This design comes from an exercise in tuning for small area and a short achievable clock period on the open sky130 flow, not from production work. Function was not checked in any run shown here: the RTL went through the layout flow alone. No activity file was given, so power comes from the tool's default toggle rates.

### config.mk
export PLATFORM = sky130hd
export DESIGN_NAME = FIR_Top
export DESIGN_NICKNAME = FIR_Top
export VERILOG_FILES = /design/flow/design.v
export SDC_FILE = /design/flow/constraint.sdc
export NUM_CORES = 4
export LEC_CHECK = 0
export CAP_MARGIN = 20
export CORE_MARGIN = 2
export CORE_UTILIZATION = 60
export SETUP_SLACK_MARGIN = 4.2
export SLEW_MARGIN = 20
export SYNTH_HIERARCHICAL = 1
export SYNTH_MINIMUM_KEEP_SIZE = 0
export TNS_END_PERCENT = 0
### constraint.sdc
create_clock -name core_clock -period 9.5 [get_ports {clk}]
set_input_delay 1.9000 -clock core_clock [delete_from_list [all_inputs] [get_ports {clk}]]
set_output_delay 1.9000 -clock core_clock [all_outputs]
set_load 0.01 [all_outputs]
### design.v
`timescale 1ns/1ps
module half_adder(input a,b,output sum,carry);
  assign sum = a ^ b;
  assign carry = a & b;
endmodule
`timescale 1ns/1ps
module full_adder( output sum,carry, input a,b,c);
  wire w1, w2, w3;
  half_adder HA1(.a(a), .b(b), .sum(w1), .carry(w2));
  half_adder HA2(.a(w1), .b(c), .sum(sum), .carry(w3));
  or or1(carry, w2, w3);
endmodule
`timescale 1ns/1ps
module RCA_16bit(output cout, output [15:0] sum, input [15:0] a, b);
    wire [14:0] c;
    full_adder F0(.a(a[0]), .b(b[0]), .c(1'b0), .sum(sum[0]), .carry(c[0]));
    full_adder F1(.a(a[1]), .b(b[1]), .c(c[0]), .sum(sum[1]), .carry(c[1]));
    full_adder F2(.a(a[2]), .b(b[2]), .c(c[1]), .sum(sum[2]), .carry(c[2]));
    full_adder F3(.a(a[3]), .b(b[3]), .c(c[2]), .sum(sum[3]), .carry(c[3]));
    full_adder F4(.a(a[4]), .b(b[4]), .c(c[3]), .sum(sum[4]), .carry(c[4]));
    full_adder F5(.a(a[5]), .b(b[5]), .c(c[4]), .sum(sum[5]), .carry(c[5]));
    full_adder F6(.a(a[6]), .b(b[6]), .c(c[5]), .sum(sum[6]), .carry(c[6]));
    full_adder F7(.a(a[7]), .b(b[7]), .c(c[6]), .sum(sum[7]), .carry(c[7]));
    full_adder F8(.a(a[8]), .b(b[8]), .c(c[7]), .sum(sum[8]), .carry(c[8]));
    full_adder F9(.a(a[9]), .b(b[9]), .c(c[8]), .sum(sum[9]), .carry(c[9]));
    full_adder F10(.a(a[10]), .b(b[10]), .c(c[9]), .sum(sum[10]), .carry(c[10]));
    full_adder F11(.a(a[11]), .b(b[11]), .c(c[10]), .sum(sum[11]), .carry(c[11]));
    full_adder F12(.a(a[12]), .b(b[12]), .c(c[11]), .sum(sum[12]), .carry(c[12]));
    full_adder F13(.a(a[13]), .b(b[13]), .c(c[12]), .sum(sum[13]), .carry(c[13]));
    full_adder F14(.a(a[14]), .b(b[14]), .c(c[13]), .sum(sum[14]), .carry(c[14]));
    full_adder F15(.a(a[15]), .b(b[15]), .c(c[14]), .sum(sum[15]), .carry(cout));
endmodule
`timescale 1ns/1ps
module d_ff(input clk,input [15:0]d,output reg [15:0]q);
  always@(posedge clk)
      q<=d;       
endmodule         
`timescale 1ns / 1ps
module Braun_Multiplier(
    input [7:0] a, b,
    output [15:0] p
);
    wire [15:0] sum_0, sum_1, sum_2, sum_3, sum_4, sum_5, sum_6, sum_7;
    wire [7:0] partial_product[7:0];
    genvar i, j;
    generate
        for (i = 0; i < 8; i = i + 1) begin
            for (j = 0; j < 8; j = j + 1) begin
                assign partial_product[i][j] = a[i] & b[j];   
            end
        end
    endgenerate
    assign sum_0 = {8'b0, partial_product[0]};
    assign sum_1 = {partial_product[1], 1'b0} + sum_0;
    assign sum_2 = {partial_product[2], 2'b0} + sum_1;
    assign sum_3 = {partial_product[3], 3'b0} + sum_2;
    assign sum_4 = {partial_product[4], 4'b0} + sum_3;
    assign sum_5 = {partial_product[5], 5'b0} + sum_4;
    assign sum_6 = {partial_product[6], 6'b0} + sum_5;
    assign sum_7 = {partial_product[7], 7'b0} + sum_6;
    assign p = sum_7;
endmodule
module FIR_Top(input clk, input [7:0] Xin, H0, H1, H2, output reg [15:0] Yout);
  reg [15:0] Q1;
  reg [15:0] Q2;
  wire a1 = ~(Xin[0] & H2[0]);
  wire a2 = ~(Xin[0] & H2[1]);
  wire a3 = ~(Xin[0] & H2[2]);
  wire a4 = ~(Xin[0] & H2[3]);
  wire a5 = ~(Xin[0] & H2[4]);
  wire a6 = ~(Xin[0] & H2[5]);
  wire a7 = ~(Xin[0] & H2[6]);
  wire a8 = ~(Xin[0] & H2[7]);
  wire a9 = ~(Xin[1] & H2[0]);
  wire a10 = ~(Xin[1] & H2[1]);
  wire a11 = ~(Xin[1] & H2[2]);
  wire a12 = ~(Xin[1] & H2[3]);
  wire a13 = ~(Xin[1] & H2[4]);
  wire a14 = ~(Xin[1] & H2[5]);
  wire a15 = ~(Xin[1] & H2[6]);
  wire a16 = ~(Xin[1] & H2[7]);
  wire a17 = ~(Xin[2] & H2[0]);
  wire a18 = ~(Xin[2] & H2[1]);
  wire a19 = ~(Xin[2] & H2[2]);
  wire a20 = ~(Xin[2] & H2[3]);
  wire a21 = ~(Xin[2] & H2[4]);
  wire a22 = ~(Xin[2] & H2[5]);
  wire a23 = ~(Xin[2] & H2[6]);
  wire a24 = ~(Xin[2] & H2[7]);
  wire a25 = ~(Xin[3] & H2[0]);
  wire a26 = ~(Xin[3] & H2[1]);
  wire a27 = ~(Xin[3] & H2[2]);
  wire a28 = ~(Xin[3] & H2[3]);
  wire a29 = ~(Xin[3] & H2[4]);
  wire a30 = ~(Xin[3] & H2[5]);
  wire a31 = ~(Xin[3] & H2[6]);
  wire a32 = ~(Xin[3] & H2[7]);
  wire a33 = ~(Xin[4] & H2[0]);
  wire a34 = ~(Xin[4] & H2[1]);
  wire a35 = ~(Xin[4] & H2[2]);
  wire a36 = ~(Xin[4] & H2[3]);
  wire a37 = ~(Xin[4] & H2[4]);
  wire a38 = ~(Xin[4] & H2[5]);
  wire a39 = ~(Xin[4] & H2[6]);
  wire a40 = ~(Xin[4] & H2[7]);
  wire a41 = ~(Xin[5] & H2[0]);
  wire a42 = ~(Xin[5] & H2[1]);
  wire a43 = ~(Xin[5] & H2[2]);
  wire a44 = ~(Xin[5] & H2[3]);
  wire a45 = ~(Xin[5] & H2[4]);
  wire a46 = ~(Xin[5] & H2[5]);
  wire a47 = ~(Xin[5] & H2[6]);
  wire a48 = ~(Xin[5] & H2[7]);
  wire a49 = ~(Xin[6] & H2[0]);
  wire a50 = ~(Xin[6] & H2[1]);
  wire a51 = ~(Xin[6] & H2[2]);
  wire a52 = ~(Xin[6] & H2[3]);
  wire a53 = ~(Xin[6] & H2[4]);
  wire a54 = ~(Xin[6] & H2[5]);
  wire a55 = ~(Xin[6] & H2[6]);
  wire a56 = ~(Xin[6] & H2[7]);
  wire a57 = ~(Xin[7] & H2[0]);
  wire a58 = ~(Xin[7] & H2[1]);
  wire a59 = ~(Xin[7] & H2[2]);
  wire a60 = ~(Xin[7] & H2[3]);
  wire a61 = ~(Xin[7] & H2[4]);
  wire a62 = ~(Xin[7] & H2[5]);
  wire a63 = ~(Xin[7] & H2[6]);
  wire a64 = ~(Xin[7] & H2[7]);
  wire s65;
  fir_xnor2 u65 (.a(a7), .b(a14), .y(s65));
  wire c66;
  fir_or2 u66 (.a(a7), .b(a14), .y(c66));
  wire s67, c67;
  fir_fa u67 (.a(a8), .b(a15), .c(a22), .s(s67), .co(c67));
  wire s68;
  fir_xnor2 u68 (.a(a29), .b(a36), .y(s68));
  wire c69;
  fir_or2 u69 (.a(a29), .b(a36), .y(c69));
  wire s70, c70;
  fir_fa u70 (.a(a16), .b(a23), .c(a30), .s(s70), .co(c70));
  wire s71;
  fir_xnor2 u71 (.a(a37), .b(a44), .y(s71));
  wire c72;
  fir_or2 u72 (.a(a37), .b(a44), .y(c72));
  wire s73, c73;
  fir_fa u73 (.a(a24), .b(a31), .c(a38), .s(s73), .co(c73));
  wire s74;
  fir_xnor2 u74 (.a(a5), .b(a12), .y(s74));
  wire c75;
  fir_or2 u75 (.a(a5), .b(a12), .y(c75));
  wire s76, c76;
  fir_fa u76 (.a(a6), .b(a13), .c(a20), .s(s76), .co(c76));
  wire s77;
  fir_xnor2 u77 (.a(a27), .b(a34), .y(s77));
  wire c78;
  fir_or2 u78 (.a(a27), .b(a34), .y(c78));
  wire s79, c79;
  fir_fa u79 (.a(a21), .b(a28), .c(a35), .s(s79), .co(c79));
  wire s80, c80;
  fir_fa u80 (.a(a42), .b(a49), .c(s65), .s(s80), .co(c80));
  wire s81, c81;
  fir_fa u81 (.a(a43), .b(a50), .c(a57), .s(s81), .co(c81));
  wire s82, c82;
  fir_fa u82 (.a(c66), .b(s68), .c(s67), .s(s82), .co(c82));
  wire s83, c83;
  fir_fa u83 (.a(a51), .b(a58), .c(c69), .s(s83), .co(c83));
  wire s84, c84;
  fir_fa u84 (.a(s71), .b(c67), .c(s70), .s(s84), .co(c84));
  wire s85, c85;
  fir_fa u85 (.a(a45), .b(a52), .c(a59), .s(s85), .co(c85));
  wire s86, c86;
  fir_fa u86 (.a(c72), .b(c70), .c(s73), .s(s86), .co(c86));
  wire s87, c87;
  fir_fa u87 (.a(a32), .b(a39), .c(a46), .s(s87), .co(c87));
  wire s88, c88;
  fir_fa u88 (.a(a53), .b(a60), .c(c73), .s(s88), .co(c88));
  wire s89, c89;
  fir_fa u89 (.a(a40), .b(a47), .c(a54), .s(s89), .co(c89));
  wire s90;
  fir_xnor2 u90 (.a(a4), .b(a11), .y(s90));
  wire c91;
  fir_or2 u91 (.a(a4), .b(a11), .y(c91));
  wire s92, c92;
  fir_fa u92 (.a(a19), .b(a26), .c(a33), .s(s92), .co(c92));
  wire s93, c93;
  fir_fa u93 (.a(a41), .b(c75), .c(s77), .s(s93), .co(c93));
  wire s94, c94;
  fir_fa u94 (.a(c78), .b(c76), .c(s79), .s(s94), .co(c94));
  wire s95, c95;
  fir_fa u95 (.a(c79), .b(s81), .c(c80), .s(s95), .co(c95));
  wire s96, c96;
  fir_fa u96 (.a(c81), .b(s83), .c(c82), .s(s96), .co(c96));
  wire s97, c97;
  fir_fa u97 (.a(s85), .b(c83), .c(c84), .s(s97), .co(c97));
  wire s98, c98;
  fir_fa u98 (.a(c85), .b(s87), .c(c86), .s(s98), .co(c98));
  wire s99, c99;
  fir_fa u99 (.a(a61), .b(c87), .c(s89), .s(s99), .co(c99));
  wire s100, c100;
  fir_fa u100 (.a(a48), .b(a55), .c(a62), .s(s100), .co(c100));
  wire s101;
  fir_xnor2 u101 (.a(a3), .b(a10), .y(s101));
  wire c102;
  fir_or2 u102 (.a(a3), .b(a10), .y(c102));
  wire s103, c103;
  fir_fa u103 (.a(a18), .b(a25), .c(s90), .s(s103), .co(c103));
  wire s104, c104;
  fir_fa u104 (.a(c91), .b(s74), .c(s92), .s(s104), .co(c104));
  wire s105, c105;
  fir_fa u105 (.a(c92), .b(s76), .c(s93), .s(s105), .co(c105));
  wire s106, c106;
  fir_fa u106 (.a(c93), .b(s80), .c(s94), .s(s106), .co(c106));
  wire s107, c107;
  fir_fa u107 (.a(c94), .b(s82), .c(s95), .s(s107), .co(c107));
  wire s108, c108;
  fir_fa u108 (.a(s84), .b(c95), .c(s96), .s(s108), .co(c108));
  wire s109, c109;
  fir_fa u109 (.a(s86), .b(c96), .c(s97), .s(s109), .co(c109));
  wire s110, c110;
  fir_fa u110 (.a(s88), .b(c97), .c(s98), .s(s110), .co(c110));
  wire s111, c111;
  fir_fa u111 (.a(c88), .b(s99), .c(c98), .s(s111), .co(c111));
  wire s112, c112;
  fir_fa u112 (.a(c89), .b(s100), .c(c99), .s(s112), .co(c112));
  wire s113, c113;
  fir_fa u113 (.a(a56), .b(a63), .c(c100), .s(s113), .co(c113));
  wire s114;
  fir_xnor2 u114 (.a(a2), .b(a9), .y(s114));
  wire c115;
  fir_or2 u115 (.a(a2), .b(a9), .y(c115));
  wire s116, c116;
  fir_fa u116 (.a(s101), .b(a17), .c(c115), .s(s116), .co(c116));
  wire s117, c117;
  fir_fa u117 (.a(c102), .b(s103), .c(c116), .s(s117), .co(c117));
  wire s118, c118;
  fir_fa u118 (.a(c103), .b(s104), .c(c117), .s(s118), .co(c118));
  wire p119;
  fir_xor2 u119 (.a(c104), .b(s105), .y(p119));
  wire g120;
  fir_nor2 u120 (.a(c104), .b(s105), .y(g120));
  wire p121;
  fir_xor2 u121 (.a(c105), .b(s106), .y(p121));
  wire g122;
  fir_nor2 u122 (.a(c105), .b(s106), .y(g122));
  wire p123;
  fir_xor2 u123 (.a(c106), .b(s107), .y(p123));
  wire g124;
  fir_nor2 u124 (.a(c106), .b(s107), .y(g124));
  wire p125;
  fir_xor2 u125 (.a(c107), .b(s108), .y(p125));
  wire g126;
  fir_nor2 u126 (.a(c107), .b(s108), .y(g126));
  wire p127;
  fir_xor2 u127 (.a(c108), .b(s109), .y(p127));
  wire g128;
  fir_nor2 u128 (.a(c108), .b(s109), .y(g128));
  wire p129;
  fir_xor2 u129 (.a(c109), .b(s110), .y(p129));
  wire g130;
  fir_nor2 u130 (.a(c109), .b(s110), .y(g130));
  wire p131;
  fir_xor2 u131 (.a(c110), .b(s111), .y(p131));
  wire g132;
  fir_nor2 u132 (.a(c110), .b(s111), .y(g132));
  wire p133;
  fir_xor2 u133 (.a(c111), .b(s112), .y(p133));
  wire g134;
  fir_nor2 u134 (.a(c111), .b(s112), .y(g134));
  wire p135;
  fir_xor2 u135 (.a(c112), .b(s113), .y(p135));
  wire g136;
  fir_nor2 u136 (.a(c112), .b(s113), .y(g136));
  wire p137;
  fir_xor2 u137 (.a(c113), .b(a64), .y(p137));
  wire g138;
  fir_nor2 u138 (.a(c113), .b(a64), .y(g138));
  wire G139 = g120 | (p119 & ~c118);
  wire P140 = p119 & 1'b0;
  wire G141 = g124 | (p123 & g122);
  wire P142 = p123 & p121;
  wire G143 = g128 | (p127 & g126);
  wire P144 = p127 & p125;
  wire G145 = g132 | (p131 & g130);
  wire P146 = p131 & p129;
  wire G147 = g136 | (p135 & g134);
  wire P148 = p135 & p133;
  wire G149 = 1'b0 | (1'b0 & g138);
  wire P150 = 1'b0 & p137;
  wire G151 = g122 | (p121 & G139);
  wire P152 = p121 & P140;
  wire G153 = G141 | (P142 & G139);
  wire P154 = P142 & P140;
  wire G155 = g130 | (p129 & G143);
  wire P156 = p129 & P144;
  wire G157 = G145 | (P146 & G143);
  wire P158 = P146 & P144;
  wire G159 = g138 | (p137 & G147);
  wire P160 = p137 & P148;
  wire G161 = G149 | (P150 & G147);
  wire P162 = P150 & P148;
  wire G163 = g126 | (p125 & G153);
  wire P164 = p125 & P154;
  wire G165 = G143 | (P144 & G153);
  wire P166 = P144 & P154;
  wire G167 = G155 | (P156 & G153);
  wire P168 = P156 & P154;
  wire G169 = G157 | (P158 & G153);
  wire P170 = P158 & P154;
  wire G171 = g134 | (p133 & G169);
  wire P172 = p133 & P170;
  wire G173 = G147 | (P148 & G169);
  wire P174 = P148 & P170;
  wire G175 = G159 | (P160 & G169);
  wire P176 = P160 & P170;
  wire G177 = G161 | (P162 & G169);
  wire P178 = P162 & P170;
  wire y179 = ~(1'b0);
  wire y180;
  fir_xnor2 u180 (.a(p119), .b(~c118), .y(y180));
  wire y181;
  fir_xnor2 u181 (.a(p121), .b(G139), .y(y181));
  wire y182;
  fir_xnor2 u182 (.a(p123), .b(G151), .y(y182));
  wire y183;
  fir_xnor2 u183 (.a(p125), .b(G153), .y(y183));
  wire y184;
  fir_xnor2 u184 (.a(p127), .b(G163), .y(y184));
  wire y185;
  fir_xnor2 u185 (.a(p129), .b(G165), .y(y185));
  wire y186;
  fir_xnor2 u186 (.a(p131), .b(G167), .y(y186));
  wire y187;
  fir_xnor2 u187 (.a(p133), .b(G169), .y(y187));
  wire y188;
  fir_xnor2 u188 (.a(p135), .b(G171), .y(y188));
  wire y189;
  fir_xnor2 u189 (.a(p137), .b(G173), .y(y189));
  wire y190;
  fir_xnor2 u190 (.a(1'b0), .b(G175), .y(y190));
  wire a191 = ~(Xin[0] & H1[0]);
  wire a192 = ~(Xin[0] & H1[1]);
  wire a193 = ~(Xin[0] & H1[2]);
  wire a194 = ~(Xin[0] & H1[3]);
  wire a195 = ~(Xin[0] & H1[4]);
  wire a196 = ~(Xin[0] & H1[5]);
  wire a197 = ~(Xin[0] & H1[6]);
  wire a198 = ~(Xin[0] & H1[7]);
  wire a199 = ~(Xin[1] & H1[0]);
  wire a200 = ~(Xin[1] & H1[1]);
  wire a201 = ~(Xin[1] & H1[2]);
  wire a202 = ~(Xin[1] & H1[3]);
  wire a203 = ~(Xin[1] & H1[4]);
  wire a204 = ~(Xin[1] & H1[5]);
  wire a205 = ~(Xin[1] & H1[6]);
  wire a206 = ~(Xin[1] & H1[7]);
  wire a207 = ~(Xin[2] & H1[0]);
  wire a208 = ~(Xin[2] & H1[1]);
  wire a209 = ~(Xin[2] & H1[2]);
  wire a210 = ~(Xin[2] & H1[3]);
  wire a211 = ~(Xin[2] & H1[4]);
  wire a212 = ~(Xin[2] & H1[5]);
  wire a213 = ~(Xin[2] & H1[6]);
  wire a214 = ~(Xin[2] & H1[7]);
  wire a215 = ~(Xin[3] & H1[0]);
  wire a216 = ~(Xin[3] & H1[1]);
  wire a217 = ~(Xin[3] & H1[2]);
  wire a218 = ~(Xin[3] & H1[3]);
  wire a219 = ~(Xin[3] & H1[4]);
  wire a220 = ~(Xin[3] & H1[5]);
  wire a221 = ~(Xin[3] & H1[6]);
  wire a222 = ~(Xin[3] & H1[7]);
  wire a223 = ~(Xin[4] & H1[0]);
  wire a224 = ~(Xin[4] & H1[1]);
  wire a225 = ~(Xin[4] & H1[2]);
  wire a226 = ~(Xin[4] & H1[3]);
  wire a227 = ~(Xin[4] & H1[4]);
  wire a228 = ~(Xin[4] & H1[5]);
  wire a229 = ~(Xin[4] & H1[6]);
  wire a230 = ~(Xin[4] & H1[7]);
  wire a231 = ~(Xin[5] & H1[0]);
  wire a232 = ~(Xin[5] & H1[1]);
  wire a233 = ~(Xin[5] & H1[2]);
  wire a234 = ~(Xin[5] & H1[3]);
  wire a235 = ~(Xin[5] & H1[4]);
  wire a236 = ~(Xin[5] & H1[5]);
  wire a237 = ~(Xin[5] & H1[6]);
  wire a238 = ~(Xin[5] & H1[7]);
  wire a239 = ~(Xin[6] & H1[0]);
  wire a240 = ~(Xin[6] & H1[1]);
  wire a241 = ~(Xin[6] & H1[2]);
  wire a242 = ~(Xin[6] & H1[3]);
  wire a243 = ~(Xin[6] & H1[4]);
  wire a244 = ~(Xin[6] & H1[5]);
  wire a245 = ~(Xin[6] & H1[6]);
  wire a246 = ~(Xin[6] & H1[7]);
  wire a247 = ~(Xin[7] & H1[0]);
  wire a248 = ~(Xin[7] & H1[1]);
  wire a249 = ~(Xin[7] & H1[2]);
  wire a250 = ~(Xin[7] & H1[3]);
  wire a251 = ~(Xin[7] & H1[4]);
  wire a252 = ~(Xin[7] & H1[5]);
  wire a253 = ~(Xin[7] & H1[6]);
  wire a254 = ~(Xin[7] & H1[7]);
  wire s255;
  fir_xnor2 u255 (.a(Q1[5]), .b(a196), .y(s255));
  wire c256;
  fir_or2 u256 (.a(Q1[5]), .b(a196), .y(c256));
  wire s257, c257;
  fir_fa u257 (.a(Q1[6]), .b(a197), .c(a204), .s(s257), .co(c257));
  wire s258;
  fir_xnor2 u258 (.a(a211), .b(a218), .y(s258));
  wire c259;
  fir_or2 u259 (.a(a211), .b(a218), .y(c259));
  wire s260, c260;
  fir_fa u260 (.a(Q1[7]), .b(a198), .c(a205), .s(s260), .co(c260));
  wire s261, c261;
  fir_fa u261 (.a(a212), .b(a219), .c(a226), .s(s261), .co(c261));
  wire s262;
  fir_xnor2 u262 (.a(a233), .b(a240), .y(s262));
  wire c263;
  fir_or2 u263 (.a(a233), .b(a240), .y(c263));
  wire s264, c264;
  fir_fa u264 (.a(Q1[8]), .b(a206), .c(a213), .s(s264), .co(c264));
  wire s265, c265;
  fir_fa u265 (.a(a220), .b(a227), .c(a234), .s(s265), .co(c265));
  wire s266;
  fir_xnor2 u266 (.a(a241), .b(a248), .y(s266));
  wire c267;
  fir_or2 u267 (.a(a241), .b(a248), .y(c267));
  wire s268, c268;
  fir_fa u268 (.a(Q1[9]), .b(a214), .c(a221), .s(s268), .co(c268));
  wire s269, c269;
  fir_fa u269 (.a(a228), .b(a235), .c(a242), .s(s269), .co(c269));
  wire s270, c270;
  fir_fa u270 (.a(Q1[10]), .b(a222), .c(a229), .s(s270), .co(c270));
  wire s271;
  fir_xnor2 u271 (.a(Q1[3]), .b(a194), .y(s271));
  wire c272;
  fir_or2 u272 (.a(Q1[3]), .b(a194), .y(c272));
  wire s273, c273;
  fir_fa u273 (.a(Q1[4]), .b(a195), .c(a202), .s(s273), .co(c273));
  wire s274;
  fir_xnor2 u274 (.a(a209), .b(a216), .y(s274));
  wire c275;
  fir_or2 u275 (.a(a209), .b(a216), .y(c275));
  wire s276, c276;
  fir_fa u276 (.a(a203), .b(a210), .c(a217), .s(s276), .co(c276));
  wire s277, c277;
  fir_fa u277 (.a(a224), .b(a231), .c(s255), .s(s277), .co(c277));
  wire s278, c278;
  fir_fa u278 (.a(a225), .b(a232), .c(a239), .s(s278), .co(c278));
  wire s279, c279;
  fir_fa u279 (.a(c256), .b(s258), .c(s257), .s(s279), .co(c279));
  wire s280, c280;
  fir_fa u280 (.a(a247), .b(c259), .c(s262), .s(s280), .co(c280));
  wire s281, c281;
  fir_fa u281 (.a(c257), .b(s260), .c(s261), .s(s281), .co(c281));
  wire s282, c282;
  fir_fa u282 (.a(c263), .b(s266), .c(c260), .s(s282), .co(c282));
  wire s283, c283;
  fir_fa u283 (.a(c261), .b(s264), .c(s265), .s(s283), .co(c283));
  wire s284, c284;
  fir_fa u284 (.a(a249), .b(c267), .c(c264), .s(s284), .co(c284));
  wire s285, c285;
  fir_fa u285 (.a(c265), .b(s268), .c(s269), .s(s285), .co(c285));
  wire s286, c286;
  fir_fa u286 (.a(a236), .b(a243), .c(a250), .s(s286), .co(c286));
  wire s287, c287;
  fir_fa u287 (.a(c268), .b(c269), .c(s270), .s(s287), .co(c287));
  wire s288, c288;
  fir_fa u288 (.a(Q1[11]), .b(a230), .c(a237), .s(s288), .co(c288));
  wire s289, c289;
  fir_fa u289 (.a(a244), .b(a251), .c(c270), .s(s289), .co(c289));
  wire s290, c290;
  fir_fa u290 (.a(Q1[12]), .b(a238), .c(a245), .s(s290), .co(c290));
  wire s291;
  fir_xnor2 u291 (.a(Q1[2]), .b(a193), .y(s291));
  wire c292;
  fir_or2 u292 (.a(Q1[2]), .b(a193), .y(c292));
  wire s293, c293;
  fir_fa u293 (.a(a201), .b(a208), .c(a215), .s(s293), .co(c293));
  wire s294, c294;
  fir_fa u294 (.a(a223), .b(c272), .c(s274), .s(s294), .co(c294));
  wire s295, c295;
  fir_fa u295 (.a(c275), .b(c273), .c(s276), .s(s295), .co(c295));
  wire s296, c296;
  fir_fa u296 (.a(c276), .b(s278), .c(c277), .s(s296), .co(c296));
  wire s297, c297;
  fir_fa u297 (.a(c278), .b(s280), .c(c279), .s(s297), .co(c297));
  wire s298, c298;
  fir_fa u298 (.a(c280), .b(c281), .c(s282), .s(s298), .co(c298));
  wire s299, c299;
  fir_fa u299 (.a(c282), .b(c283), .c(s284), .s(s299), .co(c299));
  wire s300, c300;
  fir_fa u300 (.a(s286), .b(c284), .c(c285), .s(s300), .co(c300));
  wire s301, c301;
  fir_fa u301 (.a(c286), .b(s288), .c(c287), .s(s301), .co(c301));
  wire s302, c302;
  fir_fa u302 (.a(a252), .b(c288), .c(s290), .s(s302), .co(c302));
  wire s303, c303;
  fir_fa u303 (.a(Q1[13]), .b(a246), .c(a253), .s(s303), .co(c303));
  wire s304;
  fir_xnor2 u304 (.a(Q1[1]), .b(a192), .y(s304));
  wire c305;
  fir_or2 u305 (.a(Q1[1]), .b(a192), .y(c305));
  wire s306, c306;
  fir_fa u306 (.a(a200), .b(a207), .c(s291), .s(s306), .co(c306));
  wire s307, c307;
  fir_fa u307 (.a(c292), .b(s271), .c(s293), .s(s307), .co(c307));
  wire s308, c308;
  fir_fa u308 (.a(c293), .b(s273), .c(s294), .s(s308), .co(c308));
  wire s309, c309;
  fir_fa u309 (.a(c294), .b(s277), .c(s295), .s(s309), .co(c309));
  wire s310, c310;
  fir_fa u310 (.a(c295), .b(s279), .c(s296), .s(s310), .co(c310));
  wire s311, c311;
  fir_fa u311 (.a(s281), .b(c296), .c(s297), .s(s311), .co(c311));
  wire s312, c312;
  fir_fa u312 (.a(s283), .b(c297), .c(s298), .s(s312), .co(c312));
  wire s313, c313;
  fir_fa u313 (.a(s285), .b(c298), .c(s299), .s(s313), .co(c313));
  wire s314, c314;
  fir_fa u314 (.a(s287), .b(c299), .c(s300), .s(s314), .co(c314));
  wire s315, c315;
  fir_fa u315 (.a(s289), .b(c300), .c(s301), .s(s315), .co(c315));
  wire s316, c316;
  fir_fa u316 (.a(c289), .b(s302), .c(c301), .s(s316), .co(c316));
  wire s317, c317;
  fir_fa u317 (.a(c290), .b(s303), .c(c302), .s(s317), .co(c317));
  wire s318, c318;
  fir_fa u318 (.a(Q1[14]), .b(a254), .c(c303), .s(s318), .co(c318));
  wire s319;
  fir_xnor2 u319 (.a(Q1[0]), .b(a191), .y(s319));
  wire c320;
  fir_or2 u320 (.a(Q1[0]), .b(a191), .y(c320));
  wire s321, c321;
  fir_fa u321 (.a(s304), .b(a199), .c(c320), .s(s321), .co(c321));
  wire s322, c322;
  fir_fa u322 (.a(c305), .b(s306), .c(c321), .s(s322), .co(c322));
  wire s323, c323;
  fir_fa u323 (.a(c306), .b(s307), .c(c322), .s(s323), .co(c323));
  wire s324, c324;
  fir_fa u324 (.a(c307), .b(s308), .c(c323), .s(s324), .co(c324));
  wire p325;
  fir_xor2 u325 (.a(c308), .b(s309), .y(p325));
  wire g326;
  fir_nor2 u326 (.a(c308), .b(s309), .y(g326));
  wire p327;
  fir_xor2 u327 (.a(c309), .b(s310), .y(p327));
  wire g328;
  fir_nor2 u328 (.a(c309), .b(s310), .y(g328));
  wire p329;
  fir_xor2 u329 (.a(c310), .b(s311), .y(p329));
  wire g330;
  fir_nor2 u330 (.a(c310), .b(s311), .y(g330));
  wire p331;
  fir_xor2 u331 (.a(c311), .b(s312), .y(p331));
  wire g332;
  fir_nor2 u332 (.a(c311), .b(s312), .y(g332));
  wire p333;
  fir_xor2 u333 (.a(c312), .b(s313), .y(p333));
  wire g334;
  fir_nor2 u334 (.a(c312), .b(s313), .y(g334));
  wire p335;
  fir_xor2 u335 (.a(c313), .b(s314), .y(p335));
  wire g336;
  fir_nor2 u336 (.a(c313), .b(s314), .y(g336));
  wire p337;
  fir_xor2 u337 (.a(c314), .b(s315), .y(p337));
  wire g338;
  fir_nor2 u338 (.a(c314), .b(s315), .y(g338));
  wire p339;
  fir_xor2 u339 (.a(c315), .b(s316), .y(p339));
  wire g340;
  fir_nor2 u340 (.a(c315), .b(s316), .y(g340));
  wire p341;
  fir_xor2 u341 (.a(c316), .b(s317), .y(p341));
  wire g342;
  fir_nor2 u342 (.a(c316), .b(s317), .y(g342));
  wire p343;
  fir_xor2 u343 (.a(c317), .b(s318), .y(p343));
  wire g344;
  fir_nor2 u344 (.a(c317), .b(s318), .y(g344));
  wire p345;
  fir_xor2 u345 (.a(c318), .b(Q1[15]), .y(p345));
  wire g346;
  fir_nor2 u346 (.a(c318), .b(Q1[15]), .y(g346));
  wire G347 = g326 | (p325 & ~c324);
  wire P348 = p325 & 1'b0;
  wire G349 = g330 | (p329 & g328);
  wire P350 = p329 & p327;
  wire G351 = g334 | (p333 & g332);
  wire P352 = p333 & p331;
  wire G353 = g338 | (p337 & g336);
  wire P354 = p337 & p335;
  wire G355 = g342 | (p341 & g340);
  wire P356 = p341 & p339;
  wire G357 = g346 | (p345 & g344);
  wire P358 = p345 & p343;
  wire G359 = g328 | (p327 & G347);
  wire P360 = p327 & P348;
  wire G361 = G349 | (P350 & G347);
  wire P362 = P350 & P348;
  wire G363 = g336 | (p335 & G351);
  wire P364 = p335 & P352;
  wire G365 = G353 | (P354 & G351);
  wire P366 = P354 & P352;
  wire G367 = g344 | (p343 & G355);
  wire P368 = p343 & P356;
  wire G369 = G357 | (P358 & G355);
  wire P370 = P358 & P356;
  wire G371 = g332 | (p331 & G361);
  wire P372 = p331 & P362;
  wire G373 = G351 | (P352 & G361);
  wire P374 = P352 & P362;
  wire G375 = G363 | (P364 & G361);
  wire P376 = P364 & P362;
  wire G377 = G365 | (P366 & G361);
  wire P378 = P366 & P362;
  wire G379 = g340 | (p339 & G377);
  wire P380 = p339 & P378;
  wire G381 = G355 | (P356 & G377);
  wire P382 = P356 & P378;
  wire G383 = G367 | (P368 & G377);
  wire P384 = P368 & P378;
  wire G385 = G369 | (P370 & G377);
  wire P386 = P370 & P378;
  wire y387 = ~(1'b0);
  wire y388;
  fir_xnor2 u388 (.a(p325), .b(~c324), .y(y388));
  wire y389;
  fir_xnor2 u389 (.a(p327), .b(G347), .y(y389));
  wire y390;
  fir_xnor2 u390 (.a(p329), .b(G359), .y(y390));
  wire y391;
  fir_xnor2 u391 (.a(p331), .b(G361), .y(y391));
  wire y392;
  fir_xnor2 u392 (.a(p333), .b(G371), .y(y392));
  wire y393;
  fir_xnor2 u393 (.a(p335), .b(G373), .y(y393));
  wire y394;
  fir_xnor2 u394 (.a(p337), .b(G375), .y(y394));
  wire y395;
  fir_xnor2 u395 (.a(p339), .b(G377), .y(y395));
  wire y396;
  fir_xnor2 u396 (.a(p341), .b(G379), .y(y396));
  wire y397;
  fir_xnor2 u397 (.a(p343), .b(G381), .y(y397));
  wire y398;
  fir_xnor2 u398 (.a(p345), .b(G383), .y(y398));
  wire a399 = ~(Xin[0] & H0[0]);
  wire a400 = ~(Xin[0] & H0[1]);
  wire a401 = ~(Xin[0] & H0[2]);
  wire a402 = ~(Xin[0] & H0[3]);
  wire a403 = ~(Xin[0] & H0[4]);
  wire a404 = ~(Xin[0] & H0[5]);
  wire a405 = ~(Xin[0] & H0[6]);
  wire a406 = ~(Xin[0] & H0[7]);
  wire a407 = ~(Xin[1] & H0[0]);
  wire a408 = ~(Xin[1] & H0[1]);
  wire a409 = ~(Xin[1] & H0[2]);
  wire a410 = ~(Xin[1] & H0[3]);
  wire a411 = ~(Xin[1] & H0[4]);
  wire a412 = ~(Xin[1] & H0[5]);
  wire a413 = ~(Xin[1] & H0[6]);
  wire a414 = ~(Xin[1] & H0[7]);
  wire a415 = ~(Xin[2] & H0[0]);
  wire a416 = ~(Xin[2] & H0[1]);
  wire a417 = ~(Xin[2] & H0[2]);
  wire a418 = ~(Xin[2] & H0[3]);
  wire a419 = ~(Xin[2] & H0[4]);
  wire a420 = ~(Xin[2] & H0[5]);
  wire a421 = ~(Xin[2] & H0[6]);
  wire a422 = ~(Xin[2] & H0[7]);
  wire a423 = ~(Xin[3] & H0[0]);
  wire a424 = ~(Xin[3] & H0[1]);
  wire a425 = ~(Xin[3] & H0[2]);
  wire a426 = ~(Xin[3] & H0[3]);
  wire a427 = ~(Xin[3] & H0[4]);
  wire a428 = ~(Xin[3] & H0[5]);
  wire a429 = ~(Xin[3] & H0[6]);
  wire a430 = ~(Xin[3] & H0[7]);
  wire a431 = ~(Xin[4] & H0[0]);
  wire a432 = ~(Xin[4] & H0[1]);
  wire a433 = ~(Xin[4] & H0[2]);
  wire a434 = ~(Xin[4] & H0[3]);
  wire a435 = ~(Xin[4] & H0[4]);
  wire a436 = ~(Xin[4] & H0[5]);
  wire a437 = ~(Xin[4] & H0[6]);
  wire a438 = ~(Xin[4] & H0[7]);
  wire a439 = ~(Xin[5] & H0[0]);
  wire a440 = ~(Xin[5] & H0[1]);
  wire a441 = ~(Xin[5] & H0[2]);
  wire a442 = ~(Xin[5] & H0[3]);
  wire a443 = ~(Xin[5] & H0[4]);
  wire a444 = ~(Xin[5] & H0[5]);
  wire a445 = ~(Xin[5] & H0[6]);
  wire a446 = ~(Xin[5] & H0[7]);
  wire a447 = ~(Xin[6] & H0[0]);
  wire a448 = ~(Xin[6] & H0[1]);
  wire a449 = ~(Xin[6] & H0[2]);
  wire a450 = ~(Xin[6] & H0[3]);
  wire a451 = ~(Xin[6] & H0[4]);
  wire a452 = ~(Xin[6] & H0[5]);
  wire a453 = ~(Xin[6] & H0[6]);
  wire a454 = ~(Xin[6] & H0[7]);
  wire a455 = ~(Xin[7] & H0[0]);
  wire a456 = ~(Xin[7] & H0[1]);
  wire a457 = ~(Xin[7] & H0[2]);
  wire a458 = ~(Xin[7] & H0[3]);
  wire a459 = ~(Xin[7] & H0[4]);
  wire a460 = ~(Xin[7] & H0[5]);
  wire a461 = ~(Xin[7] & H0[6]);
  wire a462 = ~(Xin[7] & H0[7]);
  wire s463;
  fir_xnor2 u463 (.a(Q2[5]), .b(a404), .y(s463));
  wire c464;
  fir_or2 u464 (.a(Q2[5]), .b(a404), .y(c464));
  wire s465, c465;
  fir_fa u465 (.a(Q2[6]), .b(a405), .c(a412), .s(s465), .co(c465));
  wire s466;
  fir_xnor2 u466 (.a(a419), .b(a426), .y(s466));
  wire c467;
  fir_or2 u467 (.a(a419), .b(a426), .y(c467));
  wire s468, c468;
  fir_fa u468 (.a(Q2[7]), .b(a406), .c(a413), .s(s468), .co(c468));
  wire s469, c469;
  fir_fa u469 (.a(a420), .b(a427), .c(a434), .s(s469), .co(c469));
  wire s470;
  fir_xnor2 u470 (.a(a441), .b(a448), .y(s470));
  wire c471;
  fir_or2 u471 (.a(a441), .b(a448), .y(c471));
  wire s472, c472;
  fir_fa u472 (.a(Q2[8]), .b(a414), .c(a421), .s(s472), .co(c472));
  wire s473, c473;
  fir_fa u473 (.a(a428), .b(a435), .c(a442), .s(s473), .co(c473));
  wire s474;
  fir_xnor2 u474 (.a(a449), .b(a456), .y(s474));
  wire c475;
  fir_or2 u475 (.a(a449), .b(a456), .y(c475));
  wire s476, c476;
  fir_fa u476 (.a(Q2[9]), .b(a422), .c(a429), .s(s476), .co(c476));
  wire s477, c477;
  fir_fa u477 (.a(a436), .b(a443), .c(a450), .s(s477), .co(c477));
  wire s478, c478;
  fir_fa u478 (.a(Q2[10]), .b(a430), .c(a437), .s(s478), .co(c478));
  wire s479;
  fir_xnor2 u479 (.a(Q2[3]), .b(a402), .y(s479));
  wire c480;
  fir_or2 u480 (.a(Q2[3]), .b(a402), .y(c480));
  wire s481, c481;
  fir_fa u481 (.a(Q2[4]), .b(a403), .c(a410), .s(s481), .co(c481));
  wire s482;
  fir_xnor2 u482 (.a(a417), .b(a424), .y(s482));
  wire c483;
  fir_or2 u483 (.a(a417), .b(a424), .y(c483));
  wire s484, c484;
  fir_fa u484 (.a(a411), .b(a418), .c(a425), .s(s484), .co(c484));
  wire s485, c485;
  fir_fa u485 (.a(a432), .b(a439), .c(s463), .s(s485), .co(c485));
  wire s486, c486;
  fir_fa u486 (.a(a433), .b(a440), .c(a447), .s(s486), .co(c486));
  wire s487, c487;
  fir_fa u487 (.a(c464), .b(s466), .c(s465), .s(s487), .co(c487));
  wire s488, c488;
  fir_fa u488 (.a(a455), .b(c467), .c(s470), .s(s488), .co(c488));
  wire s489, c489;
  fir_fa u489 (.a(c465), .b(s468), .c(s469), .s(s489), .co(c489));
  wire s490, c490;
  fir_fa u490 (.a(c471), .b(s474), .c(c468), .s(s490), .co(c490));
  wire s491, c491;
  fir_fa u491 (.a(c469), .b(s472), .c(s473), .s(s491), .co(c491));
  wire s492, c492;
  fir_fa u492 (.a(a457), .b(c475), .c(c472), .s(s492), .co(c492));
  wire s493, c493;
  fir_fa u493 (.a(c473), .b(s476), .c(s477), .s(s493), .co(c493));
  wire s494, c494;
  fir_fa u494 (.a(a444), .b(a451), .c(a458), .s(s494), .co(c494));
  wire s495, c495;
  fir_fa u495 (.a(c476), .b(c477), .c(s478), .s(s495), .co(c495));
  wire s496, c496;
  fir_fa u496 (.a(Q2[11]), .b(a438), .c(a445), .s(s496), .co(c496));
  wire s497, c497;
  fir_fa u497 (.a(a452), .b(a459), .c(c478), .s(s497), .co(c497));
  wire s498, c498;
  fir_fa u498 (.a(Q2[12]), .b(a446), .c(a453), .s(s498), .co(c498));
  wire s499;
  fir_xnor2 u499 (.a(Q2[2]), .b(a401), .y(s499));
  wire c500;
  fir_or2 u500 (.a(Q2[2]), .b(a401), .y(c500));
  wire s501, c501;
  fir_fa u501 (.a(a409), .b(a416), .c(a423), .s(s501), .co(c501));
  wire s502, c502;
  fir_fa u502 (.a(a431), .b(c480), .c(s482), .s(s502), .co(c502));
  wire s503, c503;
  fir_fa u503 (.a(c483), .b(c481), .c(s484), .s(s503), .co(c503));
  wire s504, c504;
  fir_fa u504 (.a(c484), .b(s486), .c(c485), .s(s504), .co(c504));
  wire s505, c505;
  fir_fa u505 (.a(c486), .b(s488), .c(c487), .s(s505), .co(c505));
  wire s506, c506;
  fir_fa u506 (.a(c488), .b(c489), .c(s490), .s(s506), .co(c506));
  wire s507, c507;
  fir_fa u507 (.a(c490), .b(c491), .c(s492), .s(s507), .co(c507));
  wire s508, c508;
  fir_fa u508 (.a(s494), .b(c492), .c(c493), .s(s508), .co(c508));
  wire s509, c509;
  fir_fa u509 (.a(c494), .b(s496), .c(c495), .s(s509), .co(c509));
  wire s510, c510;
  fir_fa u510 (.a(a460), .b(c496), .c(s498), .s(s510), .co(c510));
  wire s511, c511;
  fir_fa u511 (.a(Q2[13]), .b(a454), .c(a461), .s(s511), .co(c511));
  wire s512;
  fir_xnor2 u512 (.a(Q2[1]), .b(a400), .y(s512));
  wire c513;
  fir_or2 u513 (.a(Q2[1]), .b(a400), .y(c513));
  wire s514, c514;
  fir_fa u514 (.a(a408), .b(a415), .c(s499), .s(s514), .co(c514));
  wire s515, c515;
  fir_fa u515 (.a(c500), .b(s479), .c(s501), .s(s515), .co(c515));
  wire s516, c516;
  fir_fa u516 (.a(c501), .b(s481), .c(s502), .s(s516), .co(c516));
  wire s517, c517;
  fir_fa u517 (.a(c502), .b(s485), .c(s503), .s(s517), .co(c517));
  wire s518, c518;
  fir_fa u518 (.a(c503), .b(s487), .c(s504), .s(s518), .co(c518));
  wire s519, c519;
  fir_fa u519 (.a(s489), .b(c504), .c(s505), .s(s519), .co(c519));
  wire s520, c520;
  fir_fa u520 (.a(s491), .b(c505), .c(s506), .s(s520), .co(c520));
  wire s521, c521;
  fir_fa u521 (.a(s493), .b(c506), .c(s507), .s(s521), .co(c521));
  wire s522, c522;
  fir_fa u522 (.a(s495), .b(c507), .c(s508), .s(s522), .co(c522));
  wire s523, c523;
  fir_fa u523 (.a(s497), .b(c508), .c(s509), .s(s523), .co(c523));
  wire s524, c524;
  fir_fa u524 (.a(c497), .b(s510), .c(c509), .s(s524), .co(c524));
  wire s525, c525;
  fir_fa u525 (.a(c498), .b(s511), .c(c510), .s(s525), .co(c525));
  wire s526, c526;
  fir_fa u526 (.a(Q2[14]), .b(a462), .c(c511), .s(s526), .co(c526));
  wire s527;
  fir_xnor2 u527 (.a(Q2[0]), .b(a399), .y(s527));
  wire c528;
  fir_or2 u528 (.a(Q2[0]), .b(a399), .y(c528));
  wire y529 = ~s527;
  wire s530, c530;
  fir_fa u530 (.a(s512), .b(a407), .c(c528), .s(s530), .co(c530));
  wire y531 = ~s530;
  wire s532, c532;
  fir_fa u532 (.a(c513), .b(s514), .c(c530), .s(s532), .co(c532));
  wire y533 = ~s532;
  wire s534, c534;
  fir_fa u534 (.a(c514), .b(s515), .c(c532), .s(s534), .co(c534));
  wire y535 = ~s534;
  wire s536, c536;
  fir_fa u536 (.a(c515), .b(s516), .c(c534), .s(s536), .co(c536));
  wire y537 = ~s536;
  wire p538;
  fir_xor2 u538 (.a(c516), .b(s517), .y(p538));
  wire g539;
  fir_nor2 u539 (.a(c516), .b(s517), .y(g539));
  wire p540;
  fir_xor2 u540 (.a(c517), .b(s518), .y(p540));
  wire g541;
  fir_nor2 u541 (.a(c517), .b(s518), .y(g541));
  wire p542;
  fir_xor2 u542 (.a(c518), .b(s519), .y(p542));
  wire g543;
  fir_nor2 u543 (.a(c518), .b(s519), .y(g543));
  wire p544;
  fir_xor2 u544 (.a(c519), .b(s520), .y(p544));
  wire g545;
  fir_nor2 u545 (.a(c519), .b(s520), .y(g545));
  wire p546;
  fir_xor2 u546 (.a(c520), .b(s521), .y(p546));
  wire g547;
  fir_nor2 u547 (.a(c520), .b(s521), .y(g547));
  wire p548;
  fir_xor2 u548 (.a(c521), .b(s522), .y(p548));
  wire g549;
  fir_nor2 u549 (.a(c521), .b(s522), .y(g549));
  wire p550;
  fir_xor2 u550 (.a(c522), .b(s523), .y(p550));
  wire g551;
  fir_nor2 u551 (.a(c522), .b(s523), .y(g551));
  wire p552;
  fir_xor2 u552 (.a(c523), .b(s524), .y(p552));
  wire g553;
  fir_nor2 u553 (.a(c523), .b(s524), .y(g553));
  wire p554;
  fir_xor2 u554 (.a(c524), .b(s525), .y(p554));
  wire g555;
  fir_nor2 u555 (.a(c524), .b(s525), .y(g555));
  wire p556;
  fir_xor2 u556 (.a(c525), .b(s526), .y(p556));
  wire g557;
  fir_nor2 u557 (.a(c525), .b(s526), .y(g557));
  wire p558;
  fir_xor2 u558 (.a(c526), .b(Q2[15]), .y(p558));
  wire g559;
  fir_nor2 u559 (.a(c526), .b(Q2[15]), .y(g559));
  wire G560 = g539 | (p538 & ~c536);
  wire P561 = p538 & 1'b0;
  wire G562 = g543 | (p542 & g541);
  wire P563 = p542 & p540;
  wire G564 = g547 | (p546 & g545);
  wire P565 = p546 & p544;
  wire G566 = g551 | (p550 & g549);
  wire P567 = p550 & p548;
  wire G568 = g555 | (p554 & g553);
  wire P569 = p554 & p552;
  wire G570 = g559 | (p558 & g557);
  wire P571 = p558 & p556;
  wire G572 = g541 | (p540 & G560);
  wire P573 = p540 & P561;
  wire G574 = G562 | (P563 & G560);
  wire P575 = P563 & P561;
  wire G576 = g549 | (p548 & G564);
  wire P577 = p548 & P565;
  wire G578 = G566 | (P567 & G564);
  wire P579 = P567 & P565;
  wire G580 = g557 | (p556 & G568);
  wire P581 = p556 & P569;
  wire G582 = G570 | (P571 & G568);
  wire P583 = P571 & P569;
  wire G584 = g545 | (p544 & G574);
  wire P585 = p544 & P575;
  wire G586 = G564 | (P565 & G574);
  wire P587 = P565 & P575;
  wire G588 = G576 | (P577 & G574);
  wire P589 = P577 & P575;
  wire G590 = G578 | (P579 & G574);
  wire P591 = P579 & P575;
  wire G592 = g553 | (p552 & G590);
  wire P593 = p552 & P591;
  wire G594 = G568 | (P569 & G590);
  wire P595 = P569 & P591;
  wire G596 = G580 | (P581 & G590);
  wire P597 = P581 & P591;
  wire G598 = G582 | (P583 & G590);
  wire P599 = P583 & P591;
  wire y600 = (1'b0);
  wire y601;
  fir_xor2 u601 (.a(p538), .b(~c536), .y(y601));
  wire y602;
  fir_xor2 u602 (.a(p540), .b(G560), .y(y602));
  wire y603;
  fir_xor2 u603 (.a(p542), .b(G572), .y(y603));
  wire y604;
  fir_xor2 u604 (.a(p544), .b(G574), .y(y604));
  wire y605;
  fir_xor2 u605 (.a(p546), .b(G584), .y(y605));
  wire y606;
  fir_xor2 u606 (.a(p548), .b(G586), .y(y606));
  wire y607;
  fir_xor2 u607 (.a(p550), .b(G588), .y(y607));
  wire y608;
  fir_xor2 u608 (.a(p552), .b(G590), .y(y608));
  wire y609;
  fir_xor2 u609 (.a(p554), .b(G592), .y(y609));
  wire y610;
  fir_xor2 u610 (.a(p556), .b(G594), .y(y610));
  wire y611;
  fir_xor2 u611 (.a(p558), .b(G596), .y(y611));
  always @(posedge clk) begin
    Q1 <= {y190, y189, y188, y187, y186, y185, y184, y183, y182, y181, y180, s118, s117, s116, s114, a1};
    Q2 <= {y398, y397, y396, y395, y394, y393, y392, y391, y390, y389, y388, s324, s323, s322, s321, s319};
    Yout <= {y611, y610, y609, y608, y607, y606, y605, y604, y603, y602, y601, y537, y535, y533, y531, y529};
  end
endmodule
module fir_fa(input a, b, c, output s, co);
  assign s = a ^ b ^ c;
  assign co = (a & b) | (a & c) | (b & c);
endmodule
module fir_nor2(input a, b, output y);
  assign y = ~(a | b);
endmodule
module fir_or2(input a, b, output y);
  assign y = a | b;
endmodule
module fir_xnor2(input a, b, output y);
  assign y = ~(a ^ b);
endmodule
module fir_xor2(input a, b, output y);
  assign y = a ^ b;
endmodule
### flow/run.sh
#!/bin/bash
# Own flow: the standard layout (standard.sh, unchanged synthesis and steps),
# with the port buffers that global placement inserts made as the smallest
# plain buffer instead of the default; repair then upsizes them where timing needs it.
set -euo pipefail
export BUFFER_PORTS_ARGS="-buffer_cell sky130_fd_sc_hd__buf_1"
bash standard.sh > standard_make.log 2>&1
### standard.sh
#!/bin/bash
# synth_recipe.tcl (not shown) runs the flow's synth.tcl, then flattens the netlist and writes it again
# the make line also repeats each setting of config.mk as NAME=value (left out here)
make -C /OpenROAD-flow-scripts/flow DESIGN_CONFIG=/design/flow/config.mk WORK_HOME=/design/flow/orfs CLKGATE_MAP_FILE= SYNTH_SCRIPT=/design/flow/synth_recipe.tcl "${@:-finish}"
==> results.toml, run 1 <==
[outcome]
status = "complete, no violations"

[yosys]
synth_fp_nets = 825
ys_ff_latch = 48
syn-cell-area_mm2 = 0.006225
synth_cell_types = 22
ys_seq_area_share_pct = 15.44
syn_avg_cell_area_um2 = 9.576
yosysWarnings = 7
synth_cells = 650

[worst_setup_path]
worstSetupPathType = "in2reg"
r2r_setup_slack_ps = 5920
cp-end-kind = "flop"
worstSetupStartpoint = "Xin[1]"
crit_required_ps = 9700
start_kind = "input port"
cp_cell_sequence = "clkbuf_4, buf_12, nand2_1, fa_1, fa_2, fa_1, fa_1, xor2_1, a21o_1, a31o_2, a21o_1, a31o_1, xor2_1"
path_common_cell = "fa_1"
rr_startpoint = "Q2[6]"
slowest_stage = "fa_1"
critPathArrivalTime_ps = 5420
path_max_fanout = 12
critPathMaxStageDelay_ps = 550

[timing]
tns_ps = 0
setup_viol_count_final = 0
fin_skew_ps = 10.72
slew_viol_final = 0
rsz0062_at_grt = "yes"
fin_crit_sh_pct = 54.95
hold_slack_ps = 443.2
fmax_mhz = 191.6
hold_viol_final = 0
fin_crit_ps = 5220

[grt]
antenna_found_initial = 0
use_met2_pct = 42.67
grt_pass1_vias = 4835
grt_use_total_pct = 24.56
use_met3_pct = 4.205
grt_pass1_wl_mm = 21.87
grt.met1_usage_pct = 32.44
top_usage_layer = "met2"
grt_max_degree = 25
gr-total-overflow = 0

[worst_hold_path]
hp-start = "Q1[0]"
hp-class = "reg2reg"

[layout]
postLayoutCoreUtil_pct = 66.45
layout-drive-gt1-share_pct = 6.490
final_common_cell = "nand2_1"
n_antenna_cell = 0
syn2layout_area_growth_pct = 8.724
final_nets = 853
final_cell_mix = "nand2_1, fa_1, dfxtp_1, xnor2_1, xor2_1"
fillerInstances = 847

[route]
initialDrtViolationCount = 192
first_pass_iters = 4
wire_per_inst_um = 14.91
drc = 0
postRouteAntennaNets = 0
routed_wl_mm = 12.13
vias = 4356
viasPerCell = 5.351

[floorplan]
core_area_mm2 = 0.01018
initial_core_util_pct = 61.12
dieHeight_um = 105.9
fp.dieW_um = 105.9
num_rows = 37
dieArea_mm2 = 0.01121
ios = 49

[pwr]
p_leak_nw = 2.574
seqPwrFrac_pct = 15.1
power_w = 0.002559
peakVddDrop_mv = 0.4171
clkPwrFrac_pct = 4.7
p_per_area_mw_per_mm2 = 378.1
p_sw_share_pct = 47.53
combPwrFrac_pct = 80.2
p_int_w = 0.001343
p_sw_w = 0.001216

[cts]
ctsLongestPathBuffers = 2
cts_root_buf = "clkbuf_8"
cts_tree = "built"
clkSinkCount = 48
clk_pin_slew_ps = 90
clk_latency_ps = 310
cts_buffers = 5
htree_num_levels = 2

[placement]
port_buffers = 48
hpwl_mm = 9.454
globalplace.congestion = 0.7924

[job]
cap_viol_max_count = 0
## flip-flops by register name, summed over array words and instances (netlist names)
register	count
Yout	16
Q1	16
Q2	16
## worst max-delay path: cells and delay by family
family,cells,cell delay (ps)
adder cells (fa/ha/maj),4,1870
buffers and inverters,2,300
XOR/XNOR,2,360
AO/OA/AOI/OAI,4,890
AND/OR/NAND/NOR,1,80
## cell families (layout without fill, tap and decap cells)
logic type,after synthesis,count (layout),synth area share [%]
AND/OR/NAND/NOR,260,260,16.90
adder cells (fa/ha/maj),142,142,45.67
XOR/XNOR,91,91,12.80
buffers and inverters,60,88,3.618
AO/OA/AOI/OAI,48,48,5.508
flip-flops,48,48,15.44
other,1,1,0.06024
## stage by stage
stage | setup slack (ps) | cell area (um2) | cells
after detailed placement | 3633 | 6485 | 802
after global placement | 3757 | 6485 | 802
final | 4280 | 6768 | 814
after floorplan | 4198 | 6228 | 650
after CTS | 4230 | 6598 | 809
after global routing | 4179 | 6768 | 814
## cells in the mapped netlist
| master | instances | share of area [%] |
|---|---|---|
| a21o_1 | 18 | 2.2 |
| a21oi_1 | 9 | 0.72 |
| a31o_1 | 5 | 0.70 |
| a31o_2 | 1 | 0.14 |
| a31oi_1 | 1 | 0.10 |
| a31oi_2 | 2 | 0.40 |
| and3_1 | 3 | 0.30 |
| buf_1 | 16 | 0.96 |
| clkbuf_1 | 24 | 1.4 |
| conb_1 | 1 | 0.060 |
| dfxtp_1 | 48 | 15 |
| fa_1 | 142 | 46 |
| inv_1 | 20 | 1.2 |
| nand2_1 | 198 | 12 |
| nand3_1 | 3 | 0.24 |
| nor2_1 | 30 | 1.8 |
| o21ai_0 | 6 | 0.48 |
| o21bai_1 | 3 | 0.36 |
| o221ai_1 | 3 | 0.42 |
| or2_1 | 26 | 2.6 |
| xnor2_1 | 48 | 6.8 |
| xor2_1 | 43 | 6.1 |
## per-module statistics from Yosys, one instance, submodules excluded
module	cells inside	flip-flops and latches	copies in the design	area, um2
fir_or2	1	0	26	6.256
fir_fa	1	0	142	20.02
fir_xor2	1	0	43	8.758
fir_nor2	1	0	30	3.754
FIR_Top	361	48	1	2310
fir_xnor2	1	0	48	8.758
## power by group through the flow
stage	Combinational, W	Clock, W	Sequential [W]
after global placement	0.00186	0	0.000394
final	0.00205	0.000120	0.000386
after CTS	0.00198	0.000126	0.000389
after global routing	0.00234	0.000134	0.000400
after detailed placement	0.00191	0	0.000393
after floorplan	0.00156	0	0.000403
## repair_timing
item,in CTS,in global routing
gates cloned,0,2
hold buffers,0,0
endpoints found under the setup margin,4,15
setup buffers,0,3
gates resized for setup,7,31
pin swaps,0,6
## final timing paths
check	to	cells past startpoint
max	Yout[11]	13
min	Q2[0]	1
max reg2reg	Yout[11]	10
min reg2reg	Q2[0]	1
## layer usage
metal | vias to the layer above | routed length, um
li1 | 2019 | -
met1 | 2224 | 5098
met3 | 10 | 647
met5 | - | 0
met4 | 0 | 126
met2 | 103 | 6261
## final cells by class
| type | instances | area [um2] | share of cell area [%] |
|---|---|---|---|
| Multi-Input combinational cell | 542 | 5109 | 75.49 |
| Sequential cell | 48 | 960.9 | 14.20 |
| Timing Repair Buffer | 61 | 375.4 | 5.546 |
| Tap cell | 136 | 170.2 | 2.514 |
| Inverter | 20 | 75.07 | 1.109 |
| Clock buffer | 6 | 72.57 | 1.072 |
| Clock inverter | 1 | 5.005 | 0.07395 |
==> run 2: changes to the inputs <==
--- a/config.mk
+++ b/config.mk
@@ -10,3 +10,3 @@
 export CORE_UTILIZATION = 60
-export SETUP_SLACK_MARGIN = 4.2
+export SETUP_SLACK_MARGIN = 4.4
 export SLEW_MARGIN = 20
==> run 2 against run 1 <==
  * Synthesized area stayed put
  * Count of clock-buffer cells in the layout stayed put
  * Die area stayed put
  * Synthesized cell count stayed put
  * Flip-flop and latch count stayed put
  * Combinational power is 13% higher
  * Core utilization is 4.9 points higher
  * Setup slack better by 170 ps
  * Non-clock buffer count is 15 higher
  * Largest cell class unchanged
  * Largest power group unchanged
==> results.toml, run 2 <==
[grt]
grt_pass1_wl_mm = 22.59
antenna_found_initial = 0
grt_use_total_pct = 25.78
grt_pass1_vias = 4827
gr-total-overflow = 0
grt_max_degree = 25

[placement]
globalplace.congestion = 0.7955
port_buffers = 48
hpwl_mm = 9.575
place_ws_ps = 3856

[route]
routed_wl_mm = 13.97
wire_per_inst_um = 16.86
postRouteAntennaNets = 0
initialDrtViolationCount = 170
first_pass_iters = 4
vias = 4532
viasPerCell = 5.467
drc = 0

[layout]
fillerInstances = 831
n_antenna_cell = 0
multi_input_area_mm2 = 0.005289
final_cell_mix = "nand2_1, fa_1, dfxtp_1, xnor2_1, xor2_1"
final_common_cell = "nand2_1"
postLayoutCoreUtil_pct = 71.35
final_nets = 868
layout-drive-gt1-share_pct = 14.72
register_area_um2 = 960.9
syn2layout_area_growth_pct = 16.74
top_regs = "Q1: 16 flops, Q2: 16 flops, Yout: 16 flops"

[timing]
tns_ps = 0
rsz0062_at_grt = "yes"
fin_skew_ps = 3.147
fmax_mhz = 197.9
hold_viol_final = 0
setup_viol_count_final = 0
worst_slack_ps = 4448
slew_viol_final = 0
fin_crit_sh_pct = 53.18
fin_crit_ps = 5052

[worst_setup_path]
worstSetupPathType = "in2reg"
rr_startpoint = "Q1[6]"
endpoint = "Q2[11]"
critPathArrivalTime_ps = 5250
path_max_fanout = 8
worstSetupStartpoint = "Xin[0]"
cp_num_cells = 13
start_kind = "input port"
cp_cell_sequence = "buf_4, buf_12, nand2_4, fa_1, fa_2, fa_1, fa_2, xor2_2, a21o_1, a31o_4, a21o_1, a31o_1, xnor2_1"
r2r_setup_slack_ps = 5960
crit_buf_inv = 2
cp-end-kind = "flop"
crit_required_ps = 9700
slowest_stage = "fa_1"
critPathMaxStageDelay_ps = 540
critPathTopFamily = "adder cells"
reg2reg_depth = 10
r2r-end = "Q2[11]"

[yosys]
netlist_top_cells_count = "nand2_1, fa_1, dfxtp_1, xnor2_1, xor2_1"
synth.top_cell.area_share_pct = 45.67
ys_ff_latch = 48
synth_enable_flop_cells = 0
syn-cell-area_mm2 = 0.006225
synth_top_family_by_area = "adder cells"
syn_avg_cell_area_um2 = 9.576
ys_top_cells_by_area = "fa_1, dfxtp_1, nand2_1"
ys_seq_area_share_pct = 15.44
synthSimpleGateAreaFrac_pct = 16.90
synthArstFlopShare_pct = 0
synth-xor-area-share_pct = 12.80
synth_most_common_cell = "nand2_1"
yosysWarnings = 7
synth_fa_ha_area_share_pct = 45.67
synth-compound-area-share_pct = 5.508
synth_cell_types = 22
muxShareOfSynthArea_pct = 0
synth_fp_nets = 825
synth_cells = 650
synth_area_leader_cell = "fa_1"
synth_ff_type = "dfxtp_1"

[cts]
ctsLongestPathBuffers = 2
clkSinkCount = 48
htree_num_levels = 2
cts_hold_buf = 0
clk_pin_slew_ps = 90
cts_root_buf = "clkbuf_8"
clk_latency_ps = 310
cts_tree = "built"
cts_buffers = 5

[pwr]
seqPwrFrac_pct = 13.8
combPwrFrac_pct = 81.9
p_sw_share_pct = 47.82
p_leak_nw = 2.803
p_int_w = 0.001476
p_sw_w = 0.001353
clkPwrFrac_pct = 4.4
peakVddDrop_mv = 0.3852
p_per_area_mw_per_mm2 = 389.3

[floorplan]
num_rows = 37
fp.dieW_um = 105.9
initial_core_util_pct = 61.12
ios = 49
core_area_mm2 = 0.01018
dieArea_mm2 = 0.01121
dieHeight_um = 105.9

[worst_hold_path]
hp-class = "reg2reg"

[job]
cap_viol_max_count = 0

[outcome]
status = "complete, no violations"
[run 2: cell counts after synthesis]
No cell type changed its count.
[run 2: per-module statistics from Yosys (local to each module, per instance)]
module	cell area [um2]	cells inside	flops+latches
FIR_Top	2310	361	48
fir_xnor2	8.758	1	0
fir_xor2	8.758	1	0
fir_or2	6.256	1	0
fir_nor2	3.754	1	0
fir_fa	20.02	1	0
[run 2: worst min path at each step]
stage               startpoint     to  cells past startpoint
floorplan                Q1[0]  Q2[0]                      1
detailed placement       Q1[0]  Q2[0]                      1
finish                   Q1[0]  Q2[0]                      1
global placement         Q1[0]  Q2[0]                      1
global route             Q1[0]  Q2[0]                      1
CTS                      Q1[0]  Q2[0]                      1
[run 2: cells by family after synthesis]
logic type | Yosys count
and+or+nand+nor | 260
adders and majority gates | 142
xor gates and xnor gates | 91
buffers and inverters | 60
AOI/OAI and AO/OA | 48
DFF | 48
other | 1
[run 2: metrics by stage]
| step | std cells | instance area (um2) | hold WS (ps) | power, W |
|---|---|---|---|---|
| 2_1_floorplan | 650 | 6334 | 418.4 | 0.002021 |
| 3_3_place_gp | 802 | 6535 | 421.5 | 0.002304 |
| 3_5_place_dp | 802 | 6535 | 440.3 | 0.002351 |
| 4_1_cts | 811 | 6764 | 453.9 | 0.002560 |
| 5_1_grt | 829 | 7267 | 495.2 | 0.003113 |
| 6_report | 829 | 7267 | 449.0 | 0.002829 |
[run 2: final cells by class]
| type | instances | area share, % |
|---|---|---|
| Multi-Input combinational cell | 542 | 72.78 |
| Sequential cell | 48 | 13.22 |
| Timing Repair Buffer | 76 | 9.556 |
| Inverter | 20 | 1.033 |
| Tap cell | 136 | 2.342 |
| Clock buffer | 6 | 0.9986 |
| Clock inverter | 1 | 0.06887 |
[run 2: power by group through the flow]
| stage | clock network, W | logic, W | registers (W) |
|---|---|---|---|
| finish | 0.000123 | 0.00232 | 0.000390 |
| global placement | 0 | 0.00191 | 0.000395 |
| floorplan | 0 | 0.00162 | 0.000403 |
| CTS | 0.000127 | 0.00204 | 0.000391 |
| global route | 0.000136 | 0.00257 | 0.000403 |
| detailed placement | 0 | 0.00196 | 0.000394 |
[run 2: timing repair]
action | CTS | global route
endpoints found under the setup margin | 15 | 17
setup buffers | 0 | 12
pin swaps | 1 | 37
resized for setup | 25 | 78
gates cloned | 2 | 6
[run 2: per-layer routing]
metal  up-vias  global-route usage, %  share of wire [%]
met5         -                      0                  0
met4         0                  7.143                2.4
met3        27                  3.772                6.0
met2       142                  45.25                 52
met1      2310                  33.54                 40
li1       2053                      -                  -

-- what the ideal ports hide --
How much do the figures lean on ideal ports? The routed layouts below were timed once more, with nothing changed but the port constraints. Step 1: set_driving_cell puts a clkbuf_16 on clk and a buf_2 on each other input, an assumption about the parent block. Step 2 adds t to the input delays and takes it off the output delays; t is the mean of the earliest and latest rising clock arrival at the registers after step 1. Input paths then give back, and output paths get back, about the clock's delay inside the block. Slacks: ideal ports / drivers / drivers and shift; pairs: ideal ports / drivers.
run | shift t [ns] | setup WS [ns] | worst register clock-pin slew, ns | worst slew at a driven data input, ns
run 1 | 0.338 | 4.280 / 4.291 / 3.954 | 0.09 / 0.09 | 0.03
run 2 | 0.343 | 4.448 / 4.423 / 4.080 | 0.09 / 0.09 | 0.06
After both steps setup and hold are still met in every run listed. For run 2, which loses most, drivers alone change the setup slack by -0.025 ns; drivers and shift together by -0.368 ns.
